Background: an optimization exercise with open tools, aiming at small area, a short achievable clock period and few clock cycles. Do not read the settings as production practice.
RTL that was checked went through simulation tests only; none was proved equivalent to the original.
Power figures rest on the tool's default switching activity, not on a simulated workload.

## P
// CHIP
module CHIP(clk,
            rst_n,
            mem_wen_D,
            mem_addr_D,
            mem_wdata_D,
            mem_rdata_D,
            mem_addr_I,
            mem_rdata_I);
    input         clk, rst_n ;
    output        mem_wen_D  ;
    output [31:0] mem_addr_D ;
    output [31:0] mem_wdata_D;
    input  [31:0] mem_rdata_D;
    output [31:0] mem_addr_I ;
    input  [31:0] mem_rdata_I;
    reg  [31:2] pc_f;                
    reg         init;                
    reg         d_valid;
    reg  [31:0] ir;
    reg  [31:2] pc_d;
    reg         e_valid;
    reg  [31:0] e_op1;               
    reg  [31:0] e_op2;               
    reg  [31:0] e_aux;               
    reg  [4:0]  e_rd;
    reg  [4:0]  e_sh;
    reg         e_wr;                
    reg         e_load, e_store, e_branch, e_bge, e_jalr, e_link, e_mul;
    reg         e_sub, e_xor, e_slt, e_sll, e_srl;
    reg         e_pred;              
    reg         m_wr, m_load, m_store;
    reg  [4:0]  m_rd;
    reg  [31:0] m_res, m_wdata;
    reg         mu_busy, mu_fin;
    reg  [4:0]  mu_rd;
    reg  [31:0] mu_a, mu_b, mu_s, mu_c;
    wire        mu_last = (mu_b == 32'd0) || (mu_a == 32'd0);
    wire        mu_wb   = mu_busy && mu_fin && !m_wr;
    wire        wp_we   = m_wr || mu_wb;
    wire [4:0]  wp_addr = m_wr ? m_rd : mu_rd;
    wire [31:0] wp_data = m_wr ? (m_load ? mem_rdata_D : m_res) : mu_s;
    wire [31:0] wd_clr = wp_data & {32{~init}};
    wire [31:0] wd_set = wp_data | {32{init}};
    wire [31:0] rf [0:31];
    assign rf[0] = 32'd0;
    genvar g;
    generate
        for (g = 1; g < 32; g = g + 1) begin : R
            localparam [31:0] RV = (g == 2) ? 32'hbffffff0 :
                                   (g == 3) ? 32'h10008000 : 32'd0;
            reg [31:0] q;
            assign rf[g] = q;
            always @(posedge clk) begin
                if (init || (wp_we && wp_addr == g))
                    q <= (wd_set & RV) | (wd_clr & ~RV);
            end
        end
    endgenerate
    wire [6:0] op  = ir[6:0];
    wire [4:0] rd  = ir[11:7];
    wire [2:0] f3  = ir[14:12];
    wire [4:0] rs1 = ir[19:15];
    wire [4:0] rs2 = ir[24:20];
  ...
make LEC_CHECK=0 CAP_MARGIN=20 CORE_MARGIN=2 CORE_UTILIZATION=55 SETUP_SLACK_MARGIN=5 SLEW_MARGIN=20 finish   # period 11.0 ns
run.sh (not shown) runs the stock make flow with config.mk's settings and CLKGATE_MAP_FILE= SYNTH_SCRIPT=/design/flow/synth_recipe.tcl, a recipe that flattens the netlist after the stock synthesis.
P went all the way through synthesis, placement and routing and the layout is clean on timing, DRC and antenna.
Inputs modified between P and Q:
- a change of SETUP_SLACK_MARGIN from 5 to 0.3
- a change of CORE_UTILIZATION from 55 to 40
==> flow/flow/run.sh (new file) <==
#!/bin/bash
set -o pipefail
bash standard.sh CORE_UTILIZATION=55 SETUP_SLACK_MARGIN=7.5 finish > orfs_flow.log 2>&1
==> flow/standard.sh (new file) <==
#!/bin/bash
# synth_recipe.tcl (not shown) runs the flow's synth.tcl, then flattens the netlist and writes it again
# the make line also repeats each setting of config.mk as NAME=value (left out here)
make -C /OpenROAD-flow-scripts/flow DESIGN_CONFIG=/design/flow/config.mk WORK_HOME=/design/flow/orfs CLKGATE_MAP_FILE= SYNTH_SCRIPT=/design/flow/synth_recipe.tcl "${@:-finish}"
removed: flow/run.sh
[summary]
The slowest cell on the critical path comes out sky130_fd_sc_hd__a22oi_1 in one run and sky130_fd_sc_hd__nor2_4 in the other, namely in Q and P respectively. The share of the clock period used by the worst path after layout of Q is lower than that of P. After detailed routing, P needs less wire than Q. Relative to P, the first-iteration DRC count of Q is higher by 829.
No functional check of the RTL was part of any run of this note.

---

Another version of the RTL of CHIP (not shown whole).
Size: ~1500 flip-flops, about 0.077 mm^2 of cells after synthesis.
Design CHIP, start of the top module:
module CHIP(clk,
            rst_n,
            mem_wen_D,
            mem_addr_D,
            mem_wdata_D,
            mem_rdata_D,
            mem_addr_I,
            mem_rdata_I);
==> flow/config.mk <==
export PLATFORM = sky130hd
export DESIGN_NAME = CHIP
export DESIGN_NICKNAME = CHIP
export VERILOG_FILES = /design/flow/design.v
export SDC_FILE = /design/flow/constraint.sdc
export NUM_CORES = 8
export LEC_CHECK = 0
export CAP_MARGIN = 20
export CORE_MARGIN = 2
export CORE_UTILIZATION = 40
export SETUP_SLACK_MARGIN = 0.3
export SLEW_MARGIN = 20
==> flow/constraint.sdc <==
create_clock -name core_clock -period 11.0 [get_ports {clk}]
set_input_delay 2.2000 -clock core_clock [delete_from_list [all_inputs] [get_ports {clk}]]
set_output_delay 2.2000 -clock core_clock [all_outputs]
set_load 0.01 [all_outputs]
standard.sh (not shown) runs the stock make flow with config.mk's settings and CLKGATE_MAP_FILE= SYNTH_SCRIPT=/design/flow/synth_recipe.tcl, a recipe that flattens the netlist after the stock synthesis.
==> flow/flow/run.sh <==
#!/bin/bash
# The standard ORFS layout (the standard.sh) with: hierarchical synthesis
# (each module mapped on its own, then flattened, as the standard synthesis
# does), timing repair aimed well below the clock period (a repair target
# only: the design is still constrained and signed off at the design's
# period), larger slew/capacitance margins, plain buffers on the ports, larger
# clock-tree sink clusters, and extra antenna-repair rounds after detailed
# routing (flow/post_drt.tcl). ORFS writes each step's log under orfs/logs;
# make's output goes to orfs_flow.log.
set -o pipefail
HERE=$(pwd)
bash standard.sh CORE_UTILIZATION=55 SETUP_SLACK_MARGIN=7.5 \
    SYNTH_HIERARCHICAL=1 SLEW_MARGIN=35 CAP_MARGIN=35 \
    CTS_CLUSTER_SIZE=22 CTS_CLUSTER_DIAMETER=80 \
    "BUFFER_PORTS_ARGS=-buffer_cell sky130_fd_sc_hd__buf_4" \
    POST_DETAIL_ROUTE_TCL=$HERE/flow/post_drt.tcl \
    finish > orfs_flow.log 2>&1
==> flow/flow/post_drt.tcl <==
# Sourced by ORFS at the end of detailed routing (POST_DETAIL_ROUTE_TCL):
# keep repairing antennas and re-routing while violations remain, for a few
# more rounds than ORFS's own loop.
set my_antenna_rounds 0
while { [check_antennas] && $my_antenna_rounds < 6 } {
  repair_antennas
  detailed_route {*}$all_args
  incr my_antenna_rounds
}
puts "post_drt: extra antenna rounds $my_antenna_rounds"
The baseline completed with no timing, DRC or antenna violations.
Testbench counts at the start, summed over its fixed seeds: cycles 200,790.
Change:
--- a/flow/flow/run.sh
+++ b/flow/flow/run.sh
@@ -11,3 +11,3 @@
 HERE=$(pwd)
-bash standard.sh CORE_UTILIZATION=55 SETUP_SLACK_MARGIN=7.5 \
+bash standard.sh CORE_UTILIZATION=55 SETUP_SLACK_MARGIN=8.0 \
     SYNTH_HIERARCHICAL=1 SLEW_MARGIN=35 CAP_MARGIN=35 \
Flip-flop and latch count is unchanged.
Wire length rose by 4.0%.
Synthesized cell count stays the same.
Non-clock buffer count went up by 299.
Die area does not change.
Global-route usage increases by 1.7 points.
Core utilization goes up by 5.2 points.
Combinational power is higher by about 20%.
Via count increases by 4.1%.

==> re-timing with driven ports <==
The flow's constraints put no driver on any port. The routed layouts listed below were extracted and timed again, unchanged, in two steps. Step 1: set_driving_cell puts a clkbuf_16 on clk and a buf_2 on each other input, an assumption about the parent block. Step 2 adds t to the input delays and takes it off the output delays; t is the mean of the earliest and latest rising clock arrival at the registers after step 1. Input paths then give back, and output paths get back, about the clock's delay inside the block. a / b / c = ideal / step 1 / step 2; a / b = the first two.
| run | shift t [ns] | slack for setup (ns) | hold WS [ns] | worst setup path at the end | clock arrival spread, ns |
|---|---|---|---|---|---|
| P | 0.898 | 5.455 / 5.455 / 5.353 | 0.374 / 0.374 / 0.374 | input to register | 0.060 / 0.060 |
| Q | 0.906 | 6.972 / 6.972 / 6.268 | 0.377 / 0.377 / 0.377 | input to register | 0.039 / 0.038 |
| the first run of note 2 | 0.838 | 7.225 / 7.225 / 6.566 | 0.414 / 0.414 / 0.414 | input to register | 0.058 / 0.058 |
| the second run of note 2 | 0.879 | 7.467 / 7.408 / 6.716 | 0.401 / 0.401 / 0.401 | input to register | 0.051 / 0.051 |
After both steps every run listed still meets setup and hold. The setup slack of the second run of note 2, which loses most, moves by -0.059 ns with the drivers and by -0.751 ns with both steps.
